What follows belongs to an exercise in optimizing a design on an open flow for small area and a short achievable clock period; a production flow would make more cautious choices.
Function was checked by simulation only, so behaviour that the tests miss may differ from the original.

==> inputs of 03-08 <==
## square_extractor
module square_extractor #(
	parameter WIDTH = 32
)(
	input clk,     
	input rst_n,   
	input din_valid,
	input [2 * WIDTH - 1:0]radicand,
	output dout_valid,
	output [WIDTH - 1:0]dout,
	output [2 * WIDTH - 1:0]remainder
);
	wire [2:0] qn3;
	wire [3:0] r3;
	wire [2:0] q3_t;
	wire [5:0] sq3_t;
	assign q3_t = (radicand[63:58] >= 6'd49) ? 3'd7 : (radicand[63:58] >= 6'd36) ? 3'd6 : (radicand[63:58] >= 6'd25) ? 3'd5 : (radicand[63:58] >= 6'd16) ? 3'd4 : (radicand[63:58] >= 6'd9) ? 3'd3 : (radicand[63:58] >= 6'd4) ? 3'd2 : (radicand[63:58] >= 6'd1) ? 3'd1 : 3'd0;
	assign sq3_t = (radicand[63:58] >= 6'd49) ? 6'd49 : (radicand[63:58] >= 6'd36) ? 6'd36 : (radicand[63:58] >= 6'd25) ? 6'd25 : (radicand[63:58] >= 6'd16) ? 6'd16 : (radicand[63:58] >= 6'd9) ? 6'd9 : (radicand[63:58] >= 6'd4) ? 6'd4 : (radicand[63:58] >= 6'd1) ? 6'd1 : 6'd0;
	assign qn3 = ~q3_t;
	wire [5:0] r3_t = radicand[63:58] - sq3_t;
	assign r3 = r3_t[3:0];
	wire [57:0] x3 = radicand[57:0];
	reg v_s0;
	reg [2:0] qn_s0;
	reg [3:0] r_s0;
	reg [57:0] x_s0;
  ...
clock: 5.5 ns
lec_check: 0
abc_area: 1
cap_margin: 20
core_margin: 2
core_utilization: 40
cts_cluster_diameter: 200
cts_cluster_size: 20
place_density: 0.45
setup_slack_margin: 3.1
slew_margin: 20
standard.sh (not shown) runs the stock make flow with config.mk's settings and CLKGATE_MAP_FILE= SYNTH_SCRIPT=/design/flow/synth_recipe.tcl, a recipe that flattens the netlist after the stock synthesis.
==> flow/flow/run.sh <==
#!/bin/bash
# Own flow: the standard layout (standard.sh, all steps unchanged), except
# that synthesis skips Yosys's extract_fa step and maps the combinational
# logic with flow/abc.script (ORFS's abc_area.script); see flow/synth.tcl.
# Each step's full output goes to a log file of its own in this folder.
set -euo pipefail
W=$(pwd)
export OWN_WORK=$W
export OWN_ABC_SCRIPT=$W/flow/abc.script
for step in synth floorplan place cts route finish; do
  bash standard.sh SYNTH_SCRIPT=$W/flow/synth.tcl $step > $W/$step.log 2>&1
done
==> flow/flow/abc.script <==
strash
dch
map -B 0.9
topo
stime -c
buffer -c
upsize -c
dnsize -c
==> flow/flow/synth.tcl <==
# The standard flow's synthesis script (synth_recipe.tcl in the work folder), without
# Yosys's extract_fa step (ORFS's mapping of full and half adders onto the
# library's fa/ha cells) and with Yosys's abc pass run on flow/abc.script.
# Only the mapping of the combinational logic changes; the flip-flops and
# their names are the standard synthesis's.
proc extract_fa {args} { puts "own flow: extract_fa skipped" }
proc abc {args} {
  set i [lsearch $args -script]
  lset args [expr {$i + 1}] $::env(OWN_ABC_SCRIPT)
  puts "own flow: abc $args"
  yosys abc {*}$args
}
source $::env(OWN_WORK)/synth_recipe.tcl
==> 03-14: changes against 03-08 <==
==> flow/flow/run.sh (replaced) <==
#!/bin/bash
# Own flow: the standard layout (standard.sh), except that synthesis maps
# the combinational logic with flow/abc.script (see flow/synth.tcl).  Each
# step's full output goes to a log file of its own in this folder.
set -euo pipefail
W=$(pwd)
export OWN_WORK=$W
export OWN_ABC_SCRIPT=$W/flow/abc.script
for step in synth floorplan place cts route finish; do
  bash standard.sh SYNTH_SCRIPT=$W/flow/synth.tcl $step > $W/$step.log 2>&1
done
- PLACE_DENSITY: 0.45 -> default
- SETUP_SLACK_MARGIN: 3.1 -> 3.05
==> 05-13: changes against 03-08 <==
- PLACE_DENSITY: 0.45 -> default
- SETUP_SLACK_MARGIN: 3.1 -> 3.2
==> run summary <==
03-14 completed without violations. 03-08 went through all stages and came out clean. 05-13 completed with no timing, DRC or antenna violations. Die area is the same in 03-14 and 05-13. The lowest count of clock-buffer cells in the layout belongs to 03-14, the highest to 05-13. The highest first-iteration DRC count belongs to 03-14, the lowest to 03-08.

==> port drivers added, routing unchanged <==
No port has a modelled driver above. Below, the same layouts with a new extraction and two added sets of constraints.
Step 1, drivers: a clkbuf_16 drives clk and a buf_2 each remaining input, both assumed.
Step 2, shift: input delay + t, output delay - t, t = (earliest + latest rising clock arrival at the registers) / 2. This alone moves slack from input paths to output paths.
Three values: ideal, step 1, step 2; two values: the first two.
| run | t, ns | setup WS [ns] | worst setup path at the end |
|---|---|---|---|
| 03-08 | 0.800 | 3.157 / 3.077 / 2.599 | input to register |
| 03-14 | 0.803 | 3.082 / 3.028 / 2.498 | input to register |
| 05-13 | 0.815 | 3.155 / 3.074 / 2.604 | input to register |
After both steps every run listed still meets setup and hold. For 03-14, which loses most, drivers alone change the setup slack by -0.054 ns; drivers and shift together by -0.584 ns.
